This is an optimization exercise on Yosys and OpenROAD, whose aim is small area, a short achievable clock period and few clock cycles per item, not a production implementation.
For this run, only the layout was checked, not whether the RTL still works.
Power and IR drop assume default switching activity.

==> design/flow/flow/run.sh <==
#!/bin/bash
# Standard ORFS layout (the standard.sh) with three changes to how it is done:
# - buffer_ports gives every input and output port a buf_1 cell (the resizer
#   still sizes them as timing needs) instead of the cell it picks by default;
# - the ports are placed in bit order round the die edge, each bit's
#   iOpA/iOpB/oRes side by side (flow/pinorder.tcl, before place_pins);
# - before the resize step's repair_design, high-fanout nets get buffer trees
#   built from their sinks' locations (flow/pre_resize.tcl, flow/tree.tcl).
set -euo pipefail
export BUFFER_PORTS_ARGS="-buffer_cell sky130_fd_sc_hd__buf_1"
export PRE_IO_PLACEMENT_TCL="$(pwd)/flow/pinorder.tcl"
export PRE_RESIZE_TCL="$(pwd)/flow/pre_resize.tcl"
bash standard.sh > standard_flow.log 2>&1
==> design/flow/flow/pinorder.tcl <==
# Place the ports in bit order around the die: bit i's iOpA[i], iOpB[i] and
# oRes[i] sit next to each other, bits 0..511 go round the die edge (bottom
# left to right, right edge upwards, top right to left, left edge downwards),
# and the control ports fill the gap between bit 511 and bit 0.
proc po_slots {} {
  set block [ord::get_db_block]
  set die [$block getDieArea]
  set dbu [$block getDbUnitsPerMicron]
  set W [expr {[$die xMax] / double($dbu)}]
  set H [expr {[$die yMax] / double($dbu)}]
  set m 10.0
  set slots {}
  # bottom: met2 tracks x = 0.23 + 0.46k, two tracks apart
  for {set x [expr {0.23 + 0.46 * ceil(($m - 0.23) / 0.46)}]} {$x <= $W - $m} {set x [expr {$x + 0.92}]} {
    lappend slots [list met2 $x 0.0]
  }
  # right: met3 tracks y = 0.34 + 0.68k
  for {set y [expr {0.34 + 0.68 * ceil(($m - 0.34) / 0.68)}]} {$y <= $H - $m} {set y [expr {$y + 1.36}]} {
    lappend slots [list met3 $W $y]
  }
  # top, right to left
  set top {}
  for {set x [expr {0.23 + 0.46 * ceil(($m - 0.23) / 0.46)}]} {$x <= $W - $m} {set x [expr {$x + 0.92}]} {
    lappend top [list met2 $x $H]
  }
  set slots [concat $slots [lreverse $top]]
  # left, top to bottom
  set left {}
  for {set y [expr {0.34 + 0.68 * ceil(($m - 0.34) / 0.68)}]} {$y <= $H - $m} {set y [expr {$y + 1.36}]} {
    lappend left [list met3 0.0 $y]
  }
  return [concat $slots [lreverse $left]]
}

proc po_place {name slot} {
  lassign $slot layer x y
  if {$layer == "met2"} { set sz {0.14 0.485} } else { set sz {0.8 0.3} }
  place_pin -pin_name $name -layer $layer -location [list $x $y] -pin_size $sz -force_to_die_boundary
}

proc po_all {} {
  set slots [po_slots]
  set ns [llength $slots]
  set ctrl {iClk iRst iStart iAddSub oDone oRes[512]}
  # bits spread evenly over the ring, leaving room for the control ports at the end
  set nbits 512
  set used [expr {3 * $nbits + [llength $ctrl]}]
  if {$used > $ns} { error "pinorder: $used ports but only $ns slots" }
  set step [expr {double($ns - [llength $ctrl]) / $nbits}]
  for {set i 0} {$i < $nbits} {incr i} {
    set s [expr {int(floor($i * $step))}]
    po_place "iOpA\[$i\]" [lindex $slots $s]
    po_place "iOpB\[$i\]" [lindex $slots [expr {$s + 1}]]
    po_place "oRes\[$i\]" [lindex $slots [expr {$s + 2}]]
  }
  set s [expr {$ns - [llength $ctrl]}]
  foreach c $ctrl {
    po_place $c [lindex $slots $s]
    incr s
  }
  puts "pinorder: placed [expr {3 * $nbits + [llength $ctrl]}] ports on $ns slots"
}
po_all
==> design/flow/flow/pre_resize.tcl <==
# Runs inside ORFS's resize step (3_4), after global placement and before its
# repair_design: every signal net with more than 12 sinks gets a buffer tree
# built from its sinks' placed locations (flow/tree.tcl), instead of the
# chain of buffers that repair_design would lay along the net.
source [file join [file dirname [info script]] tree.tcl]
bt_all 12 12 8 {sky130_fd_sc_hd__buf_4 sky130_fd_sc_hd__buf_8}
==> design/flow/flow/tree.tcl <==
# Buffer trees for high-fanout signal nets, built by recursive bisection of
# the sinks' placed locations (a leaf buffer drives at most LEAF sinks that
# lie close together; upper levels drive at most UP buffers each).
proc bt_split {pts maxn} {
  # pts: list of {pin x y}; returns a list of clusters of at most maxn points
  if {[llength $pts] <= $maxn} { return [list $pts] }
  set xs [lmap p $pts {lindex $p 1}]
  set ys [lmap p $pts {lindex $p 2}]
  set dx [expr {[tcl::mathfunc::max {*}$xs] - [tcl::mathfunc::min {*}$xs]}]
  set dy [expr {[tcl::mathfunc::max {*}$ys] - [tcl::mathfunc::min {*}$ys]}]
  set k [expr {$dx >= $dy ? 1 : 2}]
  set s [lsort -real -index $k $pts]
  # split into halves whose sizes are multiples of maxn where possible
  set n [llength $s]
  set nc [expr {($n + $maxn - 1) / $maxn}]
  set h [expr {(($nc + 1) / 2) * $maxn}]
  if {$h >= $n} { set h [expr {$n / 2}] }
  return [concat [bt_split [lrange $s 0 [expr {$h - 1}]] $maxn] [bt_split [lrange $s $h end] $maxn]]
}

proc bt_sinks {net} {
  set pts {}
  foreach it [$net getITerms] {
    if {[$it isOutputSignal]} { continue }
    set inst [$it getInst]
    set bb [$inst getBBox]
    set x [expr {([$bb xMin] + [$bb xMax]) / 2.0}]
    set y [expr {([$bb yMin] + [$bb yMax]) / 2.0}]
    lappend pts [list "[$inst getName]/[[$it getMTerm] getName]" $x $y]
  }
  return $pts
}

proc bt_net {netname leaf up cells} {
  set block [ord::get_db_block]
  set dbu [$block getDbUnitsPerMicron]
  set lvl 0
  set maxn $leaf
  while {1} {
    set net [$block findNet $netname]
    set pts [bt_sinks $net]
    if {[llength $pts] <= $maxn} { break }
    set cell [lindex $cells [expr {min($lvl, [llength $cells] - 1)}]]
    set i 0
    foreach cl [bt_split $pts $maxn] {
      set sx 0.0; set sy 0.0
      foreach p $cl { set sx [expr {$sx + [lindex $p 1]}]; set sy [expr {$sy + [lindex $p 2]}] }
      set cx [expr {$sx / [llength $cl] / $dbu}]
      set cy [expr {$sy / [llength $cl] / $dbu}]
      set pins [get_pins [lmap p $cl {lindex $p 0}]]
      insert_buffer -buffer_cell $cell -net [get_nets $netname] -load_pins $pins -location [list $cx $cy] \
        -buffer_name "bt_${lvl}_${i}_$netname"
      incr i
    }
    puts "bt_net $netname: level $lvl, $i buffers of $cell"
    incr lvl
    set maxn $up
  }
}

# all signal nets with more than minfo sinks (clock nets excluded)
proc bt_all {minfo leaf up cells} {
  set block [ord::get_db_block]
  set names {}
  foreach net [$block getNets] {
    if {[$net getSigType] != "SIGNAL"} { continue }
    if {[$net isSpecial]} { continue }
    set n 0
    set drv 0
    foreach it [$net getITerms] { if {[$it isOutputSignal]} { incr drv } else { incr n } }
    if {$drv != 1 || $n <= $minfo} { continue }
    if {[llength [$net getBTerms]] > 0} { continue }
    lappend names [$net getName]
  }
  foreach nm $names { bt_net $nm $leaf $up $cells }
}
==> design/flow/standard.sh <==
#!/bin/bash
# synth_recipe.tcl (not shown) runs the flow's synth.tcl, then flattens the netlist and writes it again
# the make line also repeats each setting of config.mk as NAME=value (left out here)
make -C /OpenROAD-flow-scripts/flow DESIGN_CONFIG=/design/flow/config.mk WORK_HOME=/design/flow/orfs CLKGATE_MAP_FILE= SYNTH_SCRIPT=/design/flow/synth_recipe.tcl "${@:-finish}"
==> design/flow/config.mk <==
export PLATFORM = sky130hd
export DESIGN_NAME = mp_adder
export DESIGN_NICKNAME = mp_adder
export VERILOG_FILES = /design/flow/design.v
export SDC_FILE = /design/flow/constraint.sdc
export NUM_CORES = 4
export LEC_CHECK = 0
export CAP_MARGIN = 20
export CORE_AREA = 10 10 460 460
export DIE_AREA = 0 0 470 470
export GPL_TIMING_DRIVEN = 0
export SETUP_SLACK_MARGIN = 0.8
export SLEW_MARGIN = 20
export SYNTH_HIERARCHICAL = 1
==> design/flow/constraint.sdc <==
create_clock -name core_clock -period 5.0 [get_ports {iClk}]
set_input_delay 1.0000 -clock core_clock [delete_from_list [all_inputs] [get_ports {iClk}]]
set_output_delay 1.0000 -clock core_clock [all_outputs]
set_load 0.01 [all_outputs]
==> design/flow/design.v <==
module mux2X1 #(parameter ADDER_WIDTH=1)(
    input wire[ADDER_WIDTH-1:0] iIn0,
    input wire[ADDER_WIDTH-1:0] iIn1,
    input iSel,
    output wire[ADDER_WIDTH-1:0] oOut
    );
    assign oOut = (iSel == 1)?iIn1:iIn0;
endmodule
module carry_lookahead_adder_8_bit(a,b,cin,sum,cout);
  input [7:0] a,b;
  input cin;
  output [7:0] sum;
  output cout;
  wire [7:0] p,g,c;
  assign p=a^b;
  assign g=a&b;
  assign c[0]=cin;
  assign c[1]=g[0]|(p[0]&c[0]);
  assign c[2]=g[1]|(p[1]&g[0])|(p[1]&p[0]&c[0]);
  assign c[3]=g[2]|(p[2]&g[1])|(p[2]&p[1]&g[0])|(p[2]&p[1]&p[0]&c[0]);
  assign c[4]=g[3]|(p[3]&g[2])|(p[3]&p[2]&g[1])|(p[3]&p[2]&p[1]&g[0])|(p[3]&p[2]&p[1]&p[0]&c[0]);
  assign c[5]=g[4]|(p[4]&g[3])|(p[4]&p[3]&g[2])|(p[4]&p[3]&p[2]&g[1])|(p[4]&p[3]&p[2]&p[1]&g[0])|(p[4]&p[3]&p[2]&p[1]&p[0]&c[0]);
  assign c[6]=g[5]|(p[5]&g[4])|(p[5]&p[4]&g[3])|(p[5]&p[4]&p[3]&g[2])|(p[5]&p[4]&p[3]&p[2]&g[1])|(p[5]&p[4]&p[3]&p[2]&p[1]&g[0])|(p[5]&p[4]&p[3]&p[2]&p[1]&p[0]&c[0]);
  assign c[7]=g[6]|(p[6]&g[5])|(p[6]&p[5]&g[4])|(p[6]&p[5]&p[4]&g[3])|(p[6]&p[5]&p[4]&p[3]&g[2])|(p[6]&p[5]&p[4]&p[3]&p[2]&g[1])|(p[6]&p[5]&p[4]&p[3]&p[2]&p[1]&g[0])|(p[6]&p[5]&p[4]&p[3]&p[2]&p[1]&p[0]&c[0]);
  assign cout=g[7]|(p[7]&g[6])|(p[7]&p[6]&g[5])|(p[7]&p[6]&p[5]&g[4])|(p[7]&p[6]&p[5]&p[4]&g[3])|(p[7]&p[6]&p[5]&p[4]&p[3]&g[2])|(p[7]&p[6]&p[5]&p[4]&p[3]&p[2]&g[1])|(p[7]&p[6]&p[5]&p[4]&p[3]&p[2]&p[1]&g[0])|(p[7]&p[6]&p[5]&p[4]&p[3]&p[2]&p[1]&p[0]&c[0]);
assign sum=p^c; 
endmodule
module CLA_8bit_slice#(
    parameter   ADDER_WIDTH = 8
    )
    (
    input   wire [ADDER_WIDTH-1:0]  iA, iB, 
    input   wire                    iCarry,
    output  wire [ADDER_WIDTH-1:0]  oSum, 
    output  wire                    oCarry
    );
    wire [ADDER_WIDTH-1:0] wS0, wS1;
    wire wC0, wC1;
    carry_lookahead_adder_8_bit carry_lookahead_adder_8b_inst1 (
        .a( iA ), 
        .b( iB ),
        .cin( 1'b0 ),
        .sum( wS0 ),
        .cout( wC0 )
        );
    carry_lookahead_adder_8_bit carry_lookahead_adder_8b_inst2 (
        .a( iA ), 
        .b( iB ),
        .cin( 1'b1 ),
        .sum( wS1 ),
        .cout( wC1 )
        );
    mux2X1 #(ADDER_WIDTH) mux2X1_inst_sum(
        .iIn0( wS0 ),
        .iIn1( wS1 ),
        .iSel( iCarry ),
        .oOut( oSum )
        );
    mux2X1 #(1) mux2X1_inst_carry(
        .iIn0( wC0 ),
        .iIn1( wC1 ),
        .iSel( iCarry ),
        .oOut( oCarry )
        );
endmodule
module carry_lookahead_adder_32_bit(
    input wire[31:0] a,
    input wire[31:0] b,
    input wire cin,
    output wire[31:0] sum,
    output wire cout
);
wire c1,c2,c3,c4,c5,C6;
CLA_8bit_slice cla7(.iA(a[7:0]), .iB(b[7:0]), .iCarry(cin), .oSum(sum[7:0]), .oCarry(c1)); 
CLA_8bit_slice cla2(.iA(a[15:8]), .iB(b[15:8]), .iCarry(c1), .oSum(sum[15:8]), .oCarry(c2));
CLA_8bit_slice cla3(.iA(a[23:16]), .iB(b[23:16]), .iCarry(c2), .oSum(sum[23:16]), .oCarry(c3));
CLA_8bit_slice cla4(.iA(a[31:24]), .iB(b[31:24]), .iCarry(c3), .oSum(sum[31:24]), .oCarry(cout));
endmodule
`timescale 1ns / 1ps
module mpa_bx (
    input  wire         s,
    input  wire [7:0] b,
    output wire [7:0] bx);
    assign bx = b ^ {8{s}};
endmodule
module mpa_xor (
    input  wire [7:0] a, b,
    output wire [7:0] y);
    assign y = a ^ b;
endmodule
module mpa_ha (
    input  wire [7:0] a, b,
    output wire [7:0] p, g);
    assign p = a ^ b;
    assign g = a & b;
endmodule
module mpa_and (
    input  wire [7:0] a, b,
    output wire [7:0] y);
    assign y = a & b;
endmodule
module mpa_gp (
    input  wire [7:0] p, g,
    output wire        G, Pc);
    assign G  = g[7] | g[6] & p[7] | g[5] & p[6] & p[7] | g[4] & p[5] & p[6] & p[7] | g[3] & p[4] & p[5] & p[6] & p[7] | g[2] & p[3] & p[4] & p[5] & p[6] & p[7] | g[1] & p[2] & p[3] & p[4] & p[5] & p[6] & p[7] | g[0] & p[1] & p[2] & p[3] & p[4] & p[5] & p[6] & p[7];
    assign Pc = &p;
endmodule
module mpa_cla (
    input  wire        ci,
    input  wire [6:0] p, g,
    output wire [6:0] c);
    assign c[0] = ci & p[0] | g[0];
    assign c[1] = ci & p[0] & p[1] | g[1] | g[0] & p[1];
    assign c[2] = ci & p[0] & p[1] & p[2] | g[2] | g[1] & p[2] | g[0] & p[1] & p[2];
    assign c[3] = ci & p[0] & p[1] & p[2] & p[3] | g[3] | g[2] & p[3] | g[1] & p[2] & p[3] | g[0] & p[1] & p[2] & p[3];
    assign c[4] = ci & p[0] & p[1] & p[2] & p[3] & p[4] | g[4] | g[3] & p[4] | g[2] & p[3] & p[4] | g[1] & p[2] & p[3] & p[4] | g[0] & p[1] & p[2] & p[3] & p[4];
    assign c[5] = ci & p[0] & p[1] & p[2] & p[3] & p[4] & p[5] | g[5] | g[4] & p[5] | g[3] & p[4] & p[5] | g[2] & p[3] & p[4] & p[5] | g[1] & p[2] & p[3] & p[4] & p[5] | g[0] & p[1] & p[2] & p[3] & p[4] & p[5];
    assign c[6] = ci & p[0] & p[1] & p[2] & p[3] & p[4] & p[5] & p[6] | g[6] | g[5] & p[6] | g[4] & p[5] & p[6] | g[3] & p[4] & p[5] & p[6] | g[2] & p[3] & p[4] & p[5] & p[6] | g[1] & p[2] & p[3] & p[4] & p[5] & p[6] | g[0] & p[1] & p[2] & p[3] & p[4] & p[5] & p[6];
endmodule
module mpa_nd (
    input  wire gh, ph, gl, pl,
    output wire g, p);
    assign g = gh | (ph & gl);
    assign p = ph & pl;
endmodule
module mpa_ng (
    input  wire gh, ph, gl,
    output wire g);
    assign g = gh | (ph & gl);
endmodule
module mp_adder (
    input  wire         iAddSub,
    input  wire         iClk,
    input  wire         iRst,
    input  wire         iStart,
    input  wire [511:0] iOpA,
    input  wire [511:0] iOpB,
    output wire [512:0] oRes,
    output wire         oDone);
    wire [511:0] bx, p, g, c, sum;
    wire [63:0] cg, cp, cc;
    reg  [63:1] rC;      
    reg         rCout;
    reg         rDone;
    wire [63:0] ci = {rC, iAddSub};
    genvar j;
    generate for (j = 0; j < 64; j = j + 1) begin : chunk
        mpa_bx  u_bx  (.s(iAddSub), .b(iOpB[8*j +: 8]), .bx(bx[8*j +: 8]));
        mpa_ha  u_pg  (.a(iOpA[8*j +: 8]), .b(bx[8*j +: 8]), .p(p[8*j +: 8]), .g(g[8*j +: 8]));
        mpa_gp  u_gp  (.p(p[8*j +: 8]), .g(g[8*j +: 8]), .G(cg[j]), .Pc(cp[j]));
        assign c[8*j] = ci[j];
        mpa_cla u_cla (.ci(ci[j]), .p(p[8*j +: 7]), .g(g[8*j +: 7]), .c(c[8*j+1 +: 7]));
        mpa_xor u_s   (.a(p[8*j +: 8]), .b(c[8*j +: 8]), .y(sum[8*j +: 8]));
    end endgenerate
    wire G0c;
    mpa_ng n0c (.gh(cg[0]), .ph(cp[0]), .gl(iAddSub), .g(G0c));
    wire G0;
    mpa_ng n0 (.gh(cg[1]), .ph(cp[1]), .gl(G0c), .g(G0));
    wire G1, P1;
    mpa_nd n1 (.gh(cg[3]), .ph(cp[3]), .gl(cg[2]), .pl(cp[2]), .g(G1), .p(P1));
    wire G2, P2;
    mpa_nd n2 (.gh(cg[5]), .ph(cp[5]), .gl(cg[4]), .pl(cp[4]), .g(G2), .p(P2));
    wire G3, P3;
    mpa_nd n3 (.gh(cg[7]), .ph(cp[7]), .gl(cg[6]), .pl(cp[6]), .g(G3), .p(P3));
    wire G4, P4;
    mpa_nd n4 (.gh(cg[9]), .ph(cp[9]), .gl(cg[8]), .pl(cp[8]), .g(G4), .p(P4));
    wire G5, P5;
    mpa_nd n5 (.gh(cg[11]), .ph(cp[11]), .gl(cg[10]), .pl(cp[10]), .g(G5), .p(P5));
    wire G6, P6;
    mpa_nd n6 (.gh(cg[13]), .ph(cp[13]), .gl(cg[12]), .pl(cp[12]), .g(G6), .p(P6));
    wire G7, P7;
    mpa_nd n7 (.gh(cg[15]), .ph(cp[15]), .gl(cg[14]), .pl(cp[14]), .g(G7), .p(P7));
    wire G8, P8;
    mpa_nd n8 (.gh(cg[17]), .ph(cp[17]), .gl(cg[16]), .pl(cp[16]), .g(G8), .p(P8));
    wire G9, P9;
    mpa_nd n9 (.gh(cg[19]), .ph(cp[19]), .gl(cg[18]), .pl(cp[18]), .g(G9), .p(P9));
    wire G10, P10;
    mpa_nd n10 (.gh(cg[21]), .ph(cp[21]), .gl(cg[20]), .pl(cp[20]), .g(G10), .p(P10));
    wire G11, P11;
    mpa_nd n11 (.gh(cg[23]), .ph(cp[23]), .gl(cg[22]), .pl(cp[22]), .g(G11), .p(P11));
    wire G12, P12;
    mpa_nd n12 (.gh(cg[25]), .ph(cp[25]), .gl(cg[24]), .pl(cp[24]), .g(G12), .p(P12));
    wire G13, P13;
    mpa_nd n13 (.gh(cg[27]), .ph(cp[27]), .gl(cg[26]), .pl(cp[26]), .g(G13), .p(P13));
    wire G14, P14;
    mpa_nd n14 (.gh(cg[29]), .ph(cp[29]), .gl(cg[28]), .pl(cp[28]), .g(G14), .p(P14));
    wire G15, P15;
    mpa_nd n15 (.gh(cg[31]), .ph(cp[31]), .gl(cg[30]), .pl(cp[30]), .g(G15), .p(P15));
    wire G16, P16;
    mpa_nd n16 (.gh(cg[33]), .ph(cp[33]), .gl(cg[32]), .pl(cp[32]), .g(G16), .p(P16));
    wire G17, P17;
    mpa_nd n17 (.gh(cg[35]), .ph(cp[35]), .gl(cg[34]), .pl(cp[34]), .g(G17), .p(P17));
    wire G18, P18;
    mpa_nd n18 (.gh(cg[37]), .ph(cp[37]), .gl(cg[36]), .pl(cp[36]), .g(G18), .p(P18));
    wire G19, P19;
    mpa_nd n19 (.gh(cg[39]), .ph(cp[39]), .gl(cg[38]), .pl(cp[38]), .g(G19), .p(P19));
    wire G20, P20;
    mpa_nd n20 (.gh(cg[41]), .ph(cp[41]), .gl(cg[40]), .pl(cp[40]), .g(G20), .p(P20));
    wire G21, P21;
    mpa_nd n21 (.gh(cg[43]), .ph(cp[43]), .gl(cg[42]), .pl(cp[42]), .g(G21), .p(P21));
    wire G22, P22;
    mpa_nd n22 (.gh(cg[45]), .ph(cp[45]), .gl(cg[44]), .pl(cp[44]), .g(G22), .p(P22));
    wire G23, P23;
    mpa_nd n23 (.gh(cg[47]), .ph(cp[47]), .gl(cg[46]), .pl(cp[46]), .g(G23), .p(P23));
    wire G24, P24;
    mpa_nd n24 (.gh(cg[49]), .ph(cp[49]), .gl(cg[48]), .pl(cp[48]), .g(G24), .p(P24));
    wire G25, P25;
    mpa_nd n25 (.gh(cg[51]), .ph(cp[51]), .gl(cg[50]), .pl(cp[50]), .g(G25), .p(P25));
    wire G26, P26;
    mpa_nd n26 (.gh(cg[53]), .ph(cp[53]), .gl(cg[52]), .pl(cp[52]), .g(G26), .p(P26));
    wire G27, P27;
    mpa_nd n27 (.gh(cg[55]), .ph(cp[55]), .gl(cg[54]), .pl(cp[54]), .g(G27), .p(P27));
    wire G28, P28;
    mpa_nd n28 (.gh(cg[57]), .ph(cp[57]), .gl(cg[56]), .pl(cp[56]), .g(G28), .p(P28));
    wire G29, P29;
    mpa_nd n29 (.gh(cg[59]), .ph(cp[59]), .gl(cg[58]), .pl(cp[58]), .g(G29), .p(P29));
    wire G30, P30;
    mpa_nd n30 (.gh(cg[61]), .ph(cp[61]), .gl(cg[60]), .pl(cp[60]), .g(G30), .p(P30));
    wire G31, P31;
    mpa_nd n31 (.gh(cg[63]), .ph(cp[63]), .gl(cg[62]), .pl(cp[62]), .g(G31), .p(P31));
    wire G32;
    mpa_ng n32 (.gh(G1), .ph(P1), .gl(G0), .g(G32));
    wire G33, P33;
    mpa_nd n33 (.gh(G2), .ph(P2), .gl(G1), .pl(P1), .g(G33), .p(P33));
    wire G34, P34;
    mpa_nd n34 (.gh(G3), .ph(P3), .gl(G2), .pl(P2), .g(G34), .p(P34));
    wire G35, P35;
    mpa_nd n35 (.gh(G4), .ph(P4), .gl(G3), .pl(P3), .g(G35), .p(P35));
    wire G36, P36;
    mpa_nd n36 (.gh(G5), .ph(P5), .gl(G4), .pl(P4), .g(G36), .p(P36));
    wire G37, P37;
    mpa_nd n37 (.gh(G6), .ph(P6), .gl(G5), .pl(P5), .g(G37), .p(P37));
    wire G38, P38;
    mpa_nd n38 (.gh(G7), .ph(P7), .gl(G6), .pl(P6), .g(G38), .p(P38));
    wire G39, P39;
    mpa_nd n39 (.gh(G8), .ph(P8), .gl(G7), .pl(P7), .g(G39), .p(P39));
    wire G40, P40;
    mpa_nd n40 (.gh(G9), .ph(P9), .gl(G8), .pl(P8), .g(G40), .p(P40));
    wire G41, P41;
    mpa_nd n41 (.gh(G10), .ph(P10), .gl(G9), .pl(P9), .g(G41), .p(P41));
    wire G42, P42;
    mpa_nd n42 (.gh(G11), .ph(P11), .gl(G10), .pl(P10), .g(G42), .p(P42));
    wire G43, P43;
    mpa_nd n43 (.gh(G12), .ph(P12), .gl(G11), .pl(P11), .g(G43), .p(P43));
    wire G44, P44;
    mpa_nd n44 (.gh(G13), .ph(P13), .gl(G12), .pl(P12), .g(G44), .p(P44));
    wire G45, P45;
    mpa_nd n45 (.gh(G14), .ph(P14), .gl(G13), .pl(P13), .g(G45), .p(P45));
    wire G46, P46;
    mpa_nd n46 (.gh(G15), .ph(P15), .gl(G14), .pl(P14), .g(G46), .p(P46));
    wire G47, P47;
    mpa_nd n47 (.gh(G16), .ph(P16), .gl(G15), .pl(P15), .g(G47), .p(P47));
    wire G48, P48;
    mpa_nd n48 (.gh(G17), .ph(P17), .gl(G16), .pl(P16), .g(G48), .p(P48));
    wire G49, P49;
    mpa_nd n49 (.gh(G18), .ph(P18), .gl(G17), .pl(P17), .g(G49), .p(P49));
    wire G50, P50;
    mpa_nd n50 (.gh(G19), .ph(P19), .gl(G18), .pl(P18), .g(G50), .p(P50));
    wire G51, P51;
    mpa_nd n51 (.gh(G20), .ph(P20), .gl(G19), .pl(P19), .g(G51), .p(P51));
    wire G52, P52;
    mpa_nd n52 (.gh(G21), .ph(P21), .gl(G20), .pl(P20), .g(G52), .p(P52));
    wire G53, P53;
    mpa_nd n53 (.gh(G22), .ph(P22), .gl(G21), .pl(P21), .g(G53), .p(P53));
    wire G54, P54;
    mpa_nd n54 (.gh(G23), .ph(P23), .gl(G22), .pl(P22), .g(G54), .p(P54));
    wire G55, P55;
    mpa_nd n55 (.gh(G24), .ph(P24), .gl(G23), .pl(P23), .g(G55), .p(P55));
    wire G56, P56;
    mpa_nd n56 (.gh(G25), .ph(P25), .gl(G24), .pl(P24), .g(G56), .p(P56));
    wire G57, P57;
    mpa_nd n57 (.gh(G26), .ph(P26), .gl(G25), .pl(P25), .g(G57), .p(P57));
    wire G58, P58;
    mpa_nd n58 (.gh(G27), .ph(P27), .gl(G26), .pl(P26), .g(G58), .p(P58));
    wire G59, P59;
    mpa_nd n59 (.gh(G28), .ph(P28), .gl(G27), .pl(P27), .g(G59), .p(P59));
    wire G60, P60;
    mpa_nd n60 (.gh(G29), .ph(P29), .gl(G28), .pl(P28), .g(G60), .p(P60));
    wire G61, P61;
    mpa_nd n61 (.gh(G30), .ph(P30), .gl(G29), .pl(P29), .g(G61), .p(P61));
    wire G62, P62;
    mpa_nd n62 (.gh(G31), .ph(P31), .gl(G30), .pl(P30), .g(G62), .p(P62));
    wire G63;
    mpa_ng n63 (.gh(G33), .ph(P33), .gl(G0), .g(G63));
    wire G64;
    mpa_ng n64 (.gh(G34), .ph(P34), .gl(G32), .g(G64));
    wire G65, P65;
    mpa_nd n65 (.gh(G35), .ph(P35), .gl(G33), .pl(P33), .g(G65), .p(P65));
    wire G66, P66;
    mpa_nd n66 (.gh(G36), .ph(P36), .gl(G34), .pl(P34), .g(G66), .p(P66));
    wire G67, P67;
    mpa_nd n67 (.gh(G37), .ph(P37), .gl(G35), .pl(P35), .g(G67), .p(P67));
    wire G68, P68;
    mpa_nd n68 (.gh(G38), .ph(P38), .gl(G36), .pl(P36), .g(G68), .p(P68));
    wire G69, P69;
    mpa_nd n69 (.gh(G39), .ph(P39), .gl(G37), .pl(P37), .g(G69), .p(P69));
    wire G70, P70;
    mpa_nd n70 (.gh(G40), .ph(P40), .gl(G38), .pl(P38), .g(G70), .p(P70));
    wire G71, P71;
    mpa_nd n71 (.gh(G41), .ph(P41), .gl(G39), .pl(P39), .g(G71), .p(P71));
    wire G72, P72;
    mpa_nd n72 (.gh(G42), .ph(P42), .gl(G40), .pl(P40), .g(G72), .p(P72));
    wire G73, P73;
    mpa_nd n73 (.gh(G43), .ph(P43), .gl(G41), .pl(P41), .g(G73), .p(P73));
    wire G74, P74;
    mpa_nd n74 (.gh(G44), .ph(P44), .gl(G42), .pl(P42), .g(G74), .p(P74));
    wire G75, P75;
    mpa_nd n75 (.gh(G45), .ph(P45), .gl(G43), .pl(P43), .g(G75), .p(P75));
    wire G76, P76;
    mpa_nd n76 (.gh(G46), .ph(P46), .gl(G44), .pl(P44), .g(G76), .p(P76));
    wire G77, P77;
    mpa_nd n77 (.gh(G47), .ph(P47), .gl(G45), .pl(P45), .g(G77), .p(P77));
    wire G78, P78;
    mpa_nd n78 (.gh(G48), .ph(P48), .gl(G46), .pl(P46), .g(G78), .p(P78));
    wire G79, P79;
    mpa_nd n79 (.gh(G49), .ph(P49), .gl(G47), .pl(P47), .g(G79), .p(P79));
    wire G80, P80;
    mpa_nd n80 (.gh(G50), .ph(P50), .gl(G48), .pl(P48), .g(G80), .p(P80));
    wire G81, P81;
    mpa_nd n81 (.gh(G51), .ph(P51), .gl(G49), .pl(P49), .g(G81), .p(P81));
    wire G82, P82;
    mpa_nd n82 (.gh(G52), .ph(P52), .gl(G50), .pl(P50), .g(G82), .p(P82));
    wire G83, P83;
    mpa_nd n83 (.gh(G53), .ph(P53), .gl(G51), .pl(P51), .g(G83), .p(P83));
    wire G84, P84;
    mpa_nd n84 (.gh(G54), .ph(P54), .gl(G52), .pl(P52), .g(G84), .p(P84));
    wire G85, P85;
    mpa_nd n85 (.gh(G55), .ph(P55), .gl(G53), .pl(P53), .g(G85), .p(P85));
    wire G86, P86;
    mpa_nd n86 (.gh(G56), .ph(P56), .gl(G54), .pl(P54), .g(G86), .p(P86));
    wire G87, P87;
    mpa_nd n87 (.gh(G57), .ph(P57), .gl(G55), .pl(P55), .g(G87), .p(P87));
    wire G88, P88;
    mpa_nd n88 (.gh(G58), .ph(P58), .gl(G56), .pl(P56), .g(G88), .p(P88));
    wire G89, P89;
    mpa_nd n89 (.gh(G59), .ph(P59), .gl(G57), .pl(P57), .g(G89), .p(P89));
    wire G90, P90;
    mpa_nd n90 (.gh(G60), .ph(P60), .gl(G58), .pl(P58), .g(G90), .p(P90));
    wire G91, P91;
    mpa_nd n91 (.gh(G61), .ph(P61), .gl(G59), .pl(P59), .g(G91), .p(P91));
    wire G92, P92;
    mpa_nd n92 (.gh(G62), .ph(P62), .gl(G60), .pl(P60), .g(G92), .p(P92));
    wire G93;
    mpa_ng n93 (.gh(G65), .ph(P65), .gl(G0), .g(G93));
    wire G94;
    mpa_ng n94 (.gh(G66), .ph(P66), .gl(G32), .g(G94));
    wire G95;
    mpa_ng n95 (.gh(G67), .ph(P67), .gl(G63), .g(G95));
    wire G96;
    mpa_ng n96 (.gh(G68), .ph(P68), .gl(G64), .g(G96));
    wire G97, P97;
    mpa_nd n97 (.gh(G69), .ph(P69), .gl(G65), .pl(P65), .g(G97), .p(P97));
    wire G98, P98;
    mpa_nd n98 (.gh(G70), .ph(P70), .gl(G66), .pl(P66), .g(G98), .p(P98));
    wire G99, P99;
    mpa_nd n99 (.gh(G71), .ph(P71), .gl(G67), .pl(P67), .g(G99), .p(P99));
    wire G100, P100;
    mpa_nd n100 (.gh(G72), .ph(P72), .gl(G68), .pl(P68), .g(G100), .p(P100));
    wire G101, P101;
    mpa_nd n101 (.gh(G73), .ph(P73), .gl(G69), .pl(P69), .g(G101), .p(P101));
    wire G102, P102;
    mpa_nd n102 (.gh(G74), .ph(P74), .gl(G70), .pl(P70), .g(G102), .p(P102));
    wire G103, P103;
    mpa_nd n103 (.gh(G75), .ph(P75), .gl(G71), .pl(P71), .g(G103), .p(P103));
    wire G104, P104;
    mpa_nd n104 (.gh(G76), .ph(P76), .gl(G72), .pl(P72), .g(G104), .p(P104));
    wire G105, P105;
    mpa_nd n105 (.gh(G77), .ph(P77), .gl(G73), .pl(P73), .g(G105), .p(P105));
    wire G106, P106;
    mpa_nd n106 (.gh(G78), .ph(P78), .gl(G74), .pl(P74), .g(G106), .p(P106));
    wire G107, P107;
    mpa_nd n107 (.gh(G79), .ph(P79), .gl(G75), .pl(P75), .g(G107), .p(P107));
    wire G108, P108;
    mpa_nd n108 (.gh(G80), .ph(P80), .gl(G76), .pl(P76), .g(G108), .p(P108));
    wire G109, P109;
    mpa_nd n109 (.gh(G81), .ph(P81), .gl(G77), .pl(P77), .g(G109), .p(P109));
    wire G110, P110;
    mpa_nd n110 (.gh(G82), .ph(P82), .gl(G78), .pl(P78), .g(G110), .p(P110));
    wire G111, P111;
    mpa_nd n111 (.gh(G83), .ph(P83), .gl(G79), .pl(P79), .g(G111), .p(P111));
    wire G112, P112;
    mpa_nd n112 (.gh(G84), .ph(P84), .gl(G80), .pl(P80), .g(G112), .p(P112));
    wire G113, P113;
    mpa_nd n113 (.gh(G85), .ph(P85), .gl(G81), .pl(P81), .g(G113), .p(P113));
    wire G114, P114;
    mpa_nd n114 (.gh(G86), .ph(P86), .gl(G82), .pl(P82), .g(G114), .p(P114));
    wire G115, P115;
    mpa_nd n115 (.gh(G87), .ph(P87), .gl(G83), .pl(P83), .g(G115), .p(P115));
    wire G116, P116;
    mpa_nd n116 (.gh(G88), .ph(P88), .gl(G84), .pl(P84), .g(G116), .p(P116));
    wire G117, P117;
    mpa_nd n117 (.gh(G89), .ph(P89), .gl(G85), .pl(P85), .g(G117), .p(P117));
    wire G118, P118;
    mpa_nd n118 (.gh(G90), .ph(P90), .gl(G86), .pl(P86), .g(G118), .p(P118));
    wire G119, P119;
    mpa_nd n119 (.gh(G91), .ph(P91), .gl(G87), .pl(P87), .g(G119), .p(P119));
    wire G120, P120;
    mpa_nd n120 (.gh(G92), .ph(P92), .gl(G88), .pl(P88), .g(G120), .p(P120));
    wire G121;
    mpa_ng n121 (.gh(G97), .ph(P97), .gl(G0), .g(G121));
    wire G122;
    mpa_ng n122 (.gh(G98), .ph(P98), .gl(G32), .g(G122));
    wire G123;
    mpa_ng n123 (.gh(G99), .ph(P99), .gl(G63), .g(G123));
    wire G124;
    mpa_ng n124 (.gh(G100), .ph(P100), .gl(G64), .g(G124));
    wire G125;
    mpa_ng n125 (.gh(G101), .ph(P101), .gl(G93), .g(G125));
    wire G126;
    mpa_ng n126 (.gh(G102), .ph(P102), .gl(G94), .g(G126));
    wire G127;
    mpa_ng n127 (.gh(G103), .ph(P103), .gl(G95), .g(G127));
    wire G128;
    mpa_ng n128 (.gh(G104), .ph(P104), .gl(G96), .g(G128));
    wire G129, P129;
    mpa_nd n129 (.gh(G105), .ph(P105), .gl(G97), .pl(P97), .g(G129), .p(P129));
    wire G130, P130;
    mpa_nd n130 (.gh(G106), .ph(P106), .gl(G98), .pl(P98), .g(G130), .p(P130));
    wire G131, P131;
    mpa_nd n131 (.gh(G107), .ph(P107), .gl(G99), .pl(P99), .g(G131), .p(P131));
    wire G132, P132;
    mpa_nd n132 (.gh(G108), .ph(P108), .gl(G100), .pl(P100), .g(G132), .p(P132));
    wire G133, P133;
    mpa_nd n133 (.gh(G109), .ph(P109), .gl(G101), .pl(P101), .g(G133), .p(P133));
    wire G134, P134;
    mpa_nd n134 (.gh(G110), .ph(P110), .gl(G102), .pl(P102), .g(G134), .p(P134));
    wire G135, P135;
    mpa_nd n135 (.gh(G111), .ph(P111), .gl(G103), .pl(P103), .g(G135), .p(P135));
    wire G136, P136;
    mpa_nd n136 (.gh(G112), .ph(P112), .gl(G104), .pl(P104), .g(G136), .p(P136));
    wire G137, P137;
    mpa_nd n137 (.gh(G113), .ph(P113), .gl(G105), .pl(P105), .g(G137), .p(P137));
    wire G138, P138;
    mpa_nd n138 (.gh(G114), .ph(P114), .gl(G106), .pl(P106), .g(G138), .p(P138));
    wire G139, P139;
    mpa_nd n139 (.gh(G115), .ph(P115), .gl(G107), .pl(P107), .g(G139), .p(P139));
    wire G140, P140;
    mpa_nd n140 (.gh(G116), .ph(P116), .gl(G108), .pl(P108), .g(G140), .p(P140));
    wire G141, P141;
    mpa_nd n141 (.gh(G117), .ph(P117), .gl(G109), .pl(P109), .g(G141), .p(P141));
    wire G142, P142;
    mpa_nd n142 (.gh(G118), .ph(P118), .gl(G110), .pl(P110), .g(G142), .p(P142));
    wire G143, P143;
    mpa_nd n143 (.gh(G119), .ph(P119), .gl(G111), .pl(P111), .g(G143), .p(P143));
    wire G144, P144;
    mpa_nd n144 (.gh(G120), .ph(P120), .gl(G112), .pl(P112), .g(G144), .p(P144));
    wire G145;
    mpa_ng n145 (.gh(G129), .ph(P129), .gl(G0), .g(G145));
    wire G146;
    mpa_ng n146 (.gh(G130), .ph(P130), .gl(G32), .g(G146));
    wire G147;
    mpa_ng n147 (.gh(G131), .ph(P131), .gl(G63), .g(G147));
    wire G148;
    mpa_ng n148 (.gh(G132), .ph(P132), .gl(G64), .g(G148));
    wire G149;
    mpa_ng n149 (.gh(G133), .ph(P133), .gl(G93), .g(G149));
    wire G150;
    mpa_ng n150 (.gh(G134), .ph(P134), .gl(G94), .g(G150));
    wire G151;
    mpa_ng n151 (.gh(G135), .ph(P135), .gl(G95), .g(G151));
    wire G152;
    mpa_ng n152 (.gh(G136), .ph(P136), .gl(G96), .g(G152));
    wire G153;
    mpa_ng n153 (.gh(G137), .ph(P137), .gl(G121), .g(G153));
    wire G154;
    mpa_ng n154 (.gh(G138), .ph(P138), .gl(G122), .g(G154));
    wire G155;
    mpa_ng n155 (.gh(G139), .ph(P139), .gl(G123), .g(G155));
    wire G156;
    mpa_ng n156 (.gh(G140), .ph(P140), .gl(G124), .g(G156));
    wire G157;
    mpa_ng n157 (.gh(G141), .ph(P141), .gl(G125), .g(G157));
    wire G158;
    mpa_ng n158 (.gh(G142), .ph(P142), .gl(G126), .g(G158));
    wire G159;
    mpa_ng n159 (.gh(G143), .ph(P143), .gl(G127), .g(G159));
    wire G160;
    mpa_ng n160 (.gh(G144), .ph(P144), .gl(G128), .g(G160));
    wire G161;
    mpa_ng n161 (.gh(cg[2]), .ph(cp[2]), .gl(G0), .g(G161));
    wire G162;
    mpa_ng n162 (.gh(cg[4]), .ph(cp[4]), .gl(G32), .g(G162));
    wire G163;
    mpa_ng n163 (.gh(cg[6]), .ph(cp[6]), .gl(G63), .g(G163));
    wire G164;
    mpa_ng n164 (.gh(cg[8]), .ph(cp[8]), .gl(G64), .g(G164));
    wire G165;
    mpa_ng n165 (.gh(cg[10]), .ph(cp[10]), .gl(G93), .g(G165));
    wire G166;
    mpa_ng n166 (.gh(cg[12]), .ph(cp[12]), .gl(G94), .g(G166));
    wire G167;
    mpa_ng n167 (.gh(cg[14]), .ph(cp[14]), .gl(G95), .g(G167));
    wire G168;
    mpa_ng n168 (.gh(cg[16]), .ph(cp[16]), .gl(G96), .g(G168));
    wire G169;
    mpa_ng n169 (.gh(cg[18]), .ph(cp[18]), .gl(G121), .g(G169));
    wire G170;
    mpa_ng n170 (.gh(cg[20]), .ph(cp[20]), .gl(G122), .g(G170));
    wire G171;
    mpa_ng n171 (.gh(cg[22]), .ph(cp[22]), .gl(G123), .g(G171));
    wire G172;
    mpa_ng n172 (.gh(cg[24]), .ph(cp[24]), .gl(G124), .g(G172));
    wire G173;
    mpa_ng n173 (.gh(cg[26]), .ph(cp[26]), .gl(G125), .g(G173));
    wire G174;
    mpa_ng n174 (.gh(cg[28]), .ph(cp[28]), .gl(G126), .g(G174));
    wire G175;
    mpa_ng n175 (.gh(cg[30]), .ph(cp[30]), .gl(G127), .g(G175));
    wire G176;
    mpa_ng n176 (.gh(cg[32]), .ph(cp[32]), .gl(G128), .g(G176));
    wire G177;
    mpa_ng n177 (.gh(cg[34]), .ph(cp[34]), .gl(G145), .g(G177));
    wire G178;
    mpa_ng n178 (.gh(cg[36]), .ph(cp[36]), .gl(G146), .g(G178));
    wire G179;
    mpa_ng n179 (.gh(cg[38]), .ph(cp[38]), .gl(G147), .g(G179));
    wire G180;
    mpa_ng n180 (.gh(cg[40]), .ph(cp[40]), .gl(G148), .g(G180));
    wire G181;
    mpa_ng n181 (.gh(cg[42]), .ph(cp[42]), .gl(G149), .g(G181));
    wire G182;
    mpa_ng n182 (.gh(cg[44]), .ph(cp[44]), .gl(G150), .g(G182));
    wire G183;
    mpa_ng n183 (.gh(cg[46]), .ph(cp[46]), .gl(G151), .g(G183));
    wire G184;
    mpa_ng n184 (.gh(cg[48]), .ph(cp[48]), .gl(G152), .g(G184));
    wire G185;
    mpa_ng n185 (.gh(cg[50]), .ph(cp[50]), .gl(G153), .g(G185));
    wire G186;
    mpa_ng n186 (.gh(cg[52]), .ph(cp[52]), .gl(G154), .g(G186));
    wire G187;
    mpa_ng n187 (.gh(cg[54]), .ph(cp[54]), .gl(G155), .g(G187));
    wire G188;
    mpa_ng n188 (.gh(cg[56]), .ph(cp[56]), .gl(G156), .g(G188));
    wire G189;
    mpa_ng n189 (.gh(cg[58]), .ph(cp[58]), .gl(G157), .g(G189));
    wire G190;
    mpa_ng n190 (.gh(cg[60]), .ph(cp[60]), .gl(G158), .g(G190));
    wire G191;
    mpa_ng n191 (.gh(cg[62]), .ph(cp[62]), .gl(G159), .g(G191));
    assign cc[0] = G0c;
    assign cc[1] = G0;
    assign cc[2] = G161;
    assign cc[3] = G32;
    assign cc[4] = G162;
    assign cc[5] = G63;
    assign cc[6] = G163;
    assign cc[7] = G64;
    assign cc[8] = G164;
    assign cc[9] = G93;
    assign cc[10] = G165;
    assign cc[11] = G94;
    assign cc[12] = G166;
    assign cc[13] = G95;
    assign cc[14] = G167;
    assign cc[15] = G96;
    assign cc[16] = G168;
    assign cc[17] = G121;
    assign cc[18] = G169;
    assign cc[19] = G122;
    assign cc[20] = G170;
    assign cc[21] = G123;
    assign cc[22] = G171;
    assign cc[23] = G124;
    assign cc[24] = G172;
    assign cc[25] = G125;
    assign cc[26] = G173;
    assign cc[27] = G126;
    assign cc[28] = G174;
    assign cc[29] = G127;
    assign cc[30] = G175;
    assign cc[31] = G128;
    assign cc[32] = G176;
    assign cc[33] = G145;
    assign cc[34] = G177;
    assign cc[35] = G146;
    assign cc[36] = G178;
    assign cc[37] = G147;
    assign cc[38] = G179;
    assign cc[39] = G148;
    assign cc[40] = G180;
    assign cc[41] = G149;
    assign cc[42] = G181;
    assign cc[43] = G150;
    assign cc[44] = G182;
    assign cc[45] = G151;
    assign cc[46] = G183;
    assign cc[47] = G152;
    assign cc[48] = G184;
    assign cc[49] = G153;
    assign cc[50] = G185;
    assign cc[51] = G154;
    assign cc[52] = G186;
    assign cc[53] = G155;
    assign cc[54] = G187;
    assign cc[55] = G156;
    assign cc[56] = G188;
    assign cc[57] = G157;
    assign cc[58] = G189;
    assign cc[59] = G158;
    assign cc[60] = G190;
    assign cc[61] = G159;
    assign cc[62] = G191;
    assign cc[63] = G160;
    always @(posedge iClk) begin
        rC    <= cc[62:0];
        rCout <= cc[63] & ~iAddSub;
        if (iRst) rDone <= 1'b0;
        else      rDone <= iStart;
    end
    assign oRes  = {rCout, sum};
    assign oDone = rDone;
endmodule
==> results.txt <==
result of the run=complete, no violations; average footprint of a synthesized cell=8.332 um^2; dominant combinational cell family by area after synthesis=compound AO/OA/AOI/OAI gates; Clock power frac=between 7 and 8%; maximum operating frequency=238.3 MHz; cell chain of the critical path=buf_16 > buf_16 > clkbuf_16 > buf_6 > xor2_2 > ha_4 > a211oi_2 > o21bai_1 > a21o_1 > xor2_1 > clkbuf_2; Synth top area share=slightly below 30%; buffer cell driving the clock tree root=sky130_fd_sc_hd__clkbuf_16; kind of path behind the tightest hold check=in2reg; aggregate global-route resource usage=between 10% and 20%; largest vdd supply drop=roughly 0.00014 V; dpl ws=-1.185 ns; unrepaired setup endpoints after global routing=true; total die area=between 0.2 and 0.25 mm^2; area share of xor/xnor cells in the synthesized design=between 20 and 30%; detailed-routing wirelength on met1=approximately 51 mm; longest individual stage delay on the worst path=0.25 ns; worst endpoint required time=around 4 ns; synthesized-area fraction occupied by adder cells=between 20% and 30%; number of I/O port buffers=~1500; Reg power frac=approximately 7.4%; Die Y=around 470 um; share of power burned in combinational logic=85.2%; final-layout worst hold slack=0.7573 ns; compound-cell area share of the yosys netlist=approximately 32%; FF+latch count, synth=65; wire length of the first global-routing pass=approximately 190 mm; worst slew margin relative to its limit=roughly 48%; Die W=around 470 um; multiplexer share of the synthesized area=0%; buffer and inverter count on the worst path=5; HPWL after detailed placement=114.0 mm; leftover overflow at the end of global routing=0; final routed wire length divided by cell count=around 16 um; DR iter-0 viols=~880; via count=approximately 33000; share of layout cells above drive strength 1=a little over an eighth; number of distinct library cells after synthesis=21; CP Launch Type=input pin; type of the worst setup path=in2out; post-layout instance area=between 0.04 and 0.05 mm^2; drt pass-1 iters=5; Post-Syn Area=0.03098 mm^2; uppermost layer routed=met4; Final Hold Fails=0; Via-to-Cell Ratio=4.058; category of the worst setup path capture point=output pin; count of fill cells added during filler insertion=about 23000; Layout Cells excl Fill=between 8000 and 9000; Largest delay share family, worst path=buffers and inverters; share of the clock period used by the worst path=a little over four fifths; clock buffer count from CTS=9; min cycle time layout=roughly 4.2 ns; detailed-routed wire length on met2=slightly below 70 mm; number of placement rows=roughly 170; Synth area leader=sky130_fd_sc_hd__xor2_1; Yosys warning count=7; Total Wirelength=roughly 130 mm; PD cells=roughly 230 mW/mm^2; switching share of total power=a little under three fifths; actual transition at the worst max-transition pin=approximately 0.8 ns; simple-gate area share of the yosys netlist=11.48%; I/O pin count=0; Cell Area, Placed=around 0.040 mm^2; proportion of synthesized chip area in sequential cells=about 4.2%; Routability Congestion=between 0.8 and 0.9; number of pins exceeding their max-slew limit in the final report=0; Net Count, Synth=about 5300; slowest library cell on the worst path=sky130_fd_sc_hd__ha_4; net switching power of the design=~5500 uW; count of hold-fix buffers inserted at cts=0; placeable core region=about 0.20 mm^2; via count of the first global-routing pass=33820; WP data arrival=3.20 ns; CTS tree=done; leakage power total=~0.019 uW; PnR worst setup slack=between 0.8 and 0.9 ns; number of cells produced by synthesis=3718; maximum fanout along the worst path=8; final setup violating endpoints=0; count of unresolved DRC violations after routing=0; layout overhead on the synthesized area=37.70%; Final ANT Viol Nets=0; Final #Nets=just under 7000; max-capacitance violation count=0; largest net degree at the start of global routing=13; Met3 Routed Length=about 6.5 mm; Num Clock Sinks=65; starting density of the core=15.34%; Pint=between 4000 and 5000 uW; clock-pin slew on the worst setup and hold paths=0.08 ns; Critical Path Most Common Cell=sky130_fd_sc_hd__buf_16; number of instances in the placed design=7938; htree depth=3; cell types with the largest area share after synthesis=sky130_fd_sc_hd__xor2_1 (29%), sky130_fd_sc_hd__ha_1 (21%), sky130_fd_sc_hd__a21o_1 (11%); Clock Path Buffers=2; number of antenna violations at the first check in global routing=14
cells in the mapped netlist:
library cell / count
sky130_fd_sc_hd__a221o_1: 64
sky130_fd_sc_hd__nor2b_4: 2
sky130_fd_sc_hd__buf_4: 1
sky130_fd_sc_hd__buf_6: 64
sky130_fd_sc_hd__and2_1: 129
sky130_fd_sc_hd__o21a_1: 64
sky130_fd_sc_hd__a211oi_2: 128
sky130_fd_sc_hd__nand2_1: 128
sky130_fd_sc_hd__o21bai_1: 128
sky130_fd_sc_hd__nand3_1: 128
sky130_fd_sc_hd__o31ai_2: 64
sky130_fd_sc_hd__nor2_1: 256
sky130_fd_sc_hd__nor3_1: 128
sky130_fd_sc_hd__a21o_1: 449
sky130_fd_sc_hd__xor2_1: 1024
sky130_fd_sc_hd__o21a_2: 64
sky130_fd_sc_hd__o21ai_1: 128
sky130_fd_sc_hd__ha_1: 512
sky130_fd_sc_hd__a21oi_1: 128
sky130_fd_sc_hd__o21ai_0: 64
sky130_fd_sc_hd__dfxtp_1: 65
placed cells by master (no fill, tap or decap), drive strengths merged, types with 65 or more instances in the layout:
| master | instances |
|---|---|
| a211oi | 128 |
| a21o | 449 |
| a21oi | 128 |
| and2 | 129 |
| buf | 1683 |
| dfxtp | 65 |
| ha | 512 |
| nand2 | 128 |
| nand3 | 128 |
| nor2 | 256 |
| nor3 | 128 |
| o21a | 128 |
| o21ai | 192 |
| o21bai | 128 |
| xor2 | 1024 |
power by group through the flow:
stage	Combinational (uW)	Clock [uW]	Sequential [uW]
2_1_floorplan	5310	0	718
3_3_place_gp	8060	0	744
3_5_place_dp	8040	0	742
4_1_cts	8230	838	732
5_1_grt	9310	836	749
6_report	8450	740	733
cells by family after synthesis:
logic type	count (synthesis)
XOR/XNOR	1024
adder cells (fa/ha/maj)	512
flip-flops	65
AO/OA/AOI/OAI	1281
buffers and inverters	65
AND/OR/NAND/NOR	771
final timing paths:
check | from | end | cells past startpoint
hold / removal | iRst | rDone | 2
setup / recovery | iAddSub | oRes[292] | 11
sequential cells by signal, summed over array words and instances (netlist names):
register and flops:
rC 63, rCout 1, rDone 1
area by class of cell:
cell class	count	area (um^2)	area share, %
Antenna cell	8	20.02	0.04693
Buffer	65	804.5	1.886
Timing Repair Buffer	1650	6927	16.24
Sequential cell	65	1301	3.050
Clock buffer	12	236.5	0.5544
Tap cell	2672	3343	7.837
Multi-Input combinational cell	3588	30010	70.34
Clock inverter	4	20.02	0.04693
modules after synthesis (local to each module, per instance), a selection:
module | flops+latches | cells inside
mpa_ha | 0 | 8
mpa_nd | 0 | 2
mpa_ng | 0 | 1
mpa_cla | 0 | 16
mp_adder | 65 | 68
mpa_bx | 0 | 9
through the flow:
step / utilization [%] / total power (uW) / TNS, ns
4_1_cts: 20.32 / 9800 / 0
3_3_place_gp: 19.86 / 8805 / -2476.57
3_5_place_dp: 19.90 / 8778 / -20.96
6_report: 21.13 / 9922 / 0
5_1_grt: 21.12 / 10890 / 0
2_1_floorplan: - / 6025 / 0
what timing repair did:
item	4_1_cts	5_1_grt
setup endpoints to repair	506	150
resized for setup	139	252
pin swaps	30	166
buffers inserted	24	75
gates cloned	1	2
layer usage:
metal / GRT usage, % / vias up
li1: - / 16920
met1: 11.56 / 14860
met2: 20.67 / 845
met3: 2.549 / 102
met4: 2.229 / 0
met5: 0 / -

[port drivers added, routing unchanged]
How much do the figures lean on ideal ports? The routed layout below was timed once more, with nothing changed but the port constraints.
Step 1 assumes that a clkbuf_16 drives the clock port and a buf_2 every other input.
Step 2 also shifts input and output timing later by t, the mid clock arrival at the registers, as if the neighbouring blocks saw the same clock.
a / b / c = ideal / step 1 / step 2; a / b = the first two.
t (ns): 0.528
slack for setup (ns): 0.804 / 0.714 / 0.317
worst hold slack (ns): 0.757 / 0.693 / 1.221
latest minus earliest clock arrival (ns): 0.021 / 0.021
slew at the worst register clock pin (ns): 0.09 / 0.09
After both steps setup and hold are still met in this run. The setup slack of this run moves by -0.090 ns with the drivers and by -0.487 ns with both steps.
